Source: an optimization exercise on an open RTL-to-GDS flow (aim: small area). Production flows keep margins and buffers that such runs may drop.
The RTL was checked by simulation tests, not by an equivalence proof against the original design.
The flow treats the clock pin as an ideal source, which a real chip does not have.
Power and IR drop assume default switching activity.

epsilon:
==> flow/design.v <==
`timescale 1ns / 1ps
module top(
    input clk,
    input reset,
    input [2:0] btn,
    input [7:0] sw,
    input RsRx,
    output RsTx,
    output [15:0] led,
    output uartTx,
    output uartRx
    );
reg [6:0] l;
reg [4:0] g;
reg [2:0] j6;            
wire l_end = (l == 7'd14);
wire g19 = g[4] & g[1] & g[0];
wire g5  = ~g[3] & g[2] & ~g[1] & g[0];
wire g7  = ~g[3] & g[2] & g[1] & g[0];
wire g15 = g[3] & g[2] & g[1] & g[0];
always @(posedge clk, posedge reset) begin
    if (reset) begin
        l <= 7'd14;
        g <= 5'd5;
        j6 <= 3'd0;
    end else begin
        l <= {l[5:0], ~(l[6] ^ l[5] ^ l_end)};
        g <= (l_end & g19) ? 5'd0 : g + {4'd0, l_end};
        j6 <= {j6[1:0], ~j6[2]};
    end
end
reg [3:0] k;
reg [7:0] d;           
reg       cy;          
wire load = l_end & g5;
wire k_inc = l_end & g15;    
wire [3:0] addend = {k[3] & ~k[1], k[2], k[1] & ~k[3], k[0]};
always @(posedge clk, posedge reset) begin
    if (reset) k <= 4'd15;
    else if (k_inc) k <= (k == 4'd10) ? 4'd0 : k + 4'd1;
end
always @(posedge clk) begin
    if (load) d <= sw;
end
wire a_bit = ~g[2] & addend[g[1:0]];
wire d_bit = d[g[2:0]];
wire s_bit = d_bit ^ a_bit ^ cy;
always @(posedge clk) begin
    if (l_end) cy <= g[3] & ((d_bit & a_bit) | (d_bit & cy) | (a_bit & cy));
end
wire tx_low = ~(k[3] & k[2]) & (g7 | (g[3] & ~s_bit));    
assign RsTx = ~tx_low;
assign uartTx = RsTx;
assign uartRx = RsRx;
reg [3:0] p;
reg [3:0] t;
reg m_a, m_b, m_nl;    
wire rx_tick = ~j6[2] & ~j6[0];
wire rx_idle = p[3] & ~p[2] & p[0];
wire rx_done = p[3] & ~p[1] & p[0];    
reg [2:0] ptr;
wire ptr0 = (ptr == 3'd0);
wire [2:0] i = p[2:0];
wire [7:0] c_u = 8'h55, c_d = 8'h44, c_p = 8'h50, c_n = 8'h4E, c_nl = 8'h0A;
wire e_a  = ptr0 ? c_u[i] : c_p[i];
wire e_b  = ptr0 ? c_d[i] : c_n[i];
wire e_nl = c_nl[i];
wire sample = rx_tick & (&t) & ~p[3];
always @(posedge clk, posedge reset) begin
    if (reset) p <= 4'd11;
    else if (rx_idle) p <= {1'b1, ~RsRx, 2'b11};
    else if (rx_tick) p <= p + {3'd0, &t};
end
always @(posedge clk) begin
    if (rx_idle) t <= 4'd8;
    else if (rx_tick) t <= t + 4'd1;
end
always @(posedge clk) begin
    if (rx_idle) begin
        m_a <= 1'b1; m_b <= 1'b1; m_nl <= 1'b1;
    end else if (sample) begin
        m_a <= m_a & (RsRx == e_a);
        m_b <= m_b & (RsRx == e_b);
        m_nl <= m_nl & (RsRx == e_nl);
    end
end
reg b0u, b0d, b1p, b1n;
always @(posedge clk, posedge reset) begin
    if (reset) ptr <= 3'd0;
    else if (rx_done) ptr <= m_nl ? 3'd0 : {ptr[1:0], ptr[2] ^ ptr[1] ^ (ptr[1:0] == 2'd0)};
end
always @(posedge clk) begin
    if (rx_done && !m_nl && ptr == 3'd0) begin b0u <= m_a; b0d <= m_b; end
    if (rx_done && !m_nl && ptr == 3'd1) begin b1p <= m_a; b1n <= m_b; end    
end
wire cmd_up = rx_done & m_nl & b0u & b1p;
wire cmd_dn = rx_done & m_nl & b0d & b1n;
reg prev_btn;
always @(posedge clk) prev_btn <= btn[0];
wire btn_edge = btn[0] & ~prev_btn;
reg [1:0] mode;
always @(posedge clk, posedge reset) begin
    if (reset) mode <= 2'd0;
    else if (cmd_up) mode <= 2'd1;
    else if (cmd_dn) mode <= 2'd2;
    else if (btn_edge) mode <= (mode == 2'd3) ? 2'd1 : mode + 2'd1;
end
reg [6:0] q;
reg zf, dn;
reg [13:0] cnt_led;
wire counting = mode[0] ^ mode[1];
wire step = counting & (q == 7'd75);
wire [14:0] c;
assign c[0] = step & ~zf;
genvar gi;
generate for (gi = 0; gi < 14; gi = gi + 1) begin : g_ch
    assign c[gi+1] = c[gi] & (cnt_led[gi] ^ dn);
end endgenerate
wire up_wrap = ~dn & (&{cnt_led[13], cnt_led[10:8], cnt_led[3:0]});
wire clr = step & (zf | up_wrap);
wire dn_wrap = c[14];
localparam [13:0] K9999 = 14'd9999;
always @(posedge clk, posedge reset) begin
    if (reset) cnt_led <= 14'd0;
    else cnt_led <= (cnt_led ^ c[13:0]) & {14{~clr}} & (K9999 | {14{~dn_wrap}});
end
always @(posedge clk) begin
    q <= (counting & ~step) ? {q[5:0], ~(q[6] ^ q[5])} : 7'd0;
    if (!counting) zf <= 1'b1;
    else if (step) zf <= 1'b0;
end
always @(posedge clk) if (step) dn <= mode[1];
assign led = {mode, cnt_led};
endmodule
Settings: LEC_CHECK=0, ABC_AREA=1, CAP_MARGIN=20, CORE_MARGIN=2, CORE_UTILIZATION=50, SLEW_MARGIN=20; clock period 10.0 ns.
standard.sh (not shown) runs the stock make flow with config.mk's settings and CLKGATE_MAP_FILE= SYNTH_SCRIPT=/design/flow/synth_recipe.tcl, a recipe that flattens the netlist after the stock synthesis.
==> flow/flow/run.sh <==
#!/bin/bash
# Standard ORFS layout (the standard.sh) with these changes:
#  - synthesis maps logic with an area-oriented ABC script (flow/abc_area.script,
#    used through ABC_AREA=1 from a local copy of the ORFS scripts folder);
#    registers and the rest of synthesis are unchanged;
#  - port buffers are sky130_fd_sc_hd__buf_1;
#  - the clock tree is built from clkbuf_8 without dummy loads, then its buffers
#    are resized to the smallest that keep flip-flop clock slews under 110 ps
#    (flow/post_cts.tcl).
set -euo pipefail
rm -rf orfs_scripts
cp -r "$FLOW_HOME/scripts" orfs_scripts
cp flow/abc_area.script orfs_scripts/abc_area.script
export SCRIPTS_DIR="$PWD/orfs_scripts"
export BUFFER_PORTS_ARGS="-buffer_cell sky130_fd_sc_hd__buf_1"
export CTS_ARGS="-sink_clustering_enable -repair_clock_nets -dont_use_dummy_load -buf_list sky130_fd_sc_hd__clkbuf_8"
export POST_CTS_TCL="$PWD/flow/post_cts.tcl"
bash standard.sh > standard.log 2>&1
Other scripts of this flow, unchanged in this note and not shown: flow/flow/abc_area.script, flow/flow/post_cts.tcl
diff inputs: epsilon => delta
--- a/flow/design.v
+++ b/flow/design.v
@@ -88,9 +88,9 @@
 always @(posedge clk, posedge reset) begin
     if (reset) ptr <= 3'd0;
-    else if (rx_done) ptr <= m_nl ? 3'd0 : {ptr[1:0], ptr[2] ^ ptr[1] ^ (ptr[1:0] == 2'd0)};
+    else ptr <= (rx_done & m_nl) ? 3'd0 : ptr + {2'd0, rx_done};
 end
 always @(posedge clk) begin
     if (rx_done && !m_nl && ptr == 3'd0) begin b0u <= m_a; b0d <= m_b; end
-    if (rx_done && !m_nl && ptr == 3'd1) begin b1p <= m_a; b1n <= m_b; end    
+    if (rx_done && !m_nl && ptr == 3'd1) begin b1p <= m_a; b1n <= m_b; end
 end
 wire cmd_up = rx_done & m_nl & b0u & b1p;
--- outcome ---
Between epsilon and delta, the flow reports first-pass GRT wire length increasing by a few percent. Comparing delta with epsilon, the area growth from synthesis to layout came out essentially unchanged. Largest fanout on the critical path down 1 in delta wrt epsilon. Total power, delta vs epsilon: up slightly. Number of standard cells in the final layout excluding fillers: delta vs epsilon down about 0.5%. Via count of the first global-routing pass: delta higher than epsilon. The tightest slew margin relative to the limit in delta sits 9.6 points below the value recorded for epsilon.

[re-timing with driven ports]
Ports are ideal in the flow. The routed layouts listed here were re-timed in OpenROAD.
Step 1: set_driving_cell puts a clkbuf_16 on clk and a buf_2 on each other input, an assumption about the parent block.
Step 2 adds t to the input delays and takes it off the output delays; t is the mean of the earliest and latest rising clock arrival at the registers after step 1. Input paths then give back, and output paths get back, about the clock's delay inside the block.
a / b / c = ideal / step 1 / step 2; a / b = the first two.
| run | shift t [ns] | setup slack, ns | worst hold slack (ns) |
|---|---|---|---|
| epsilon | 0.475 | 5.252 / 5.229 / 5.547 | 0.353 / 0.353 / 0.353 |
| delta | 0.476 | 5.329 / 5.305 / 5.629 | 0.360 / 0.360 / 0.360 |
After both steps every run listed still meets setup and hold.
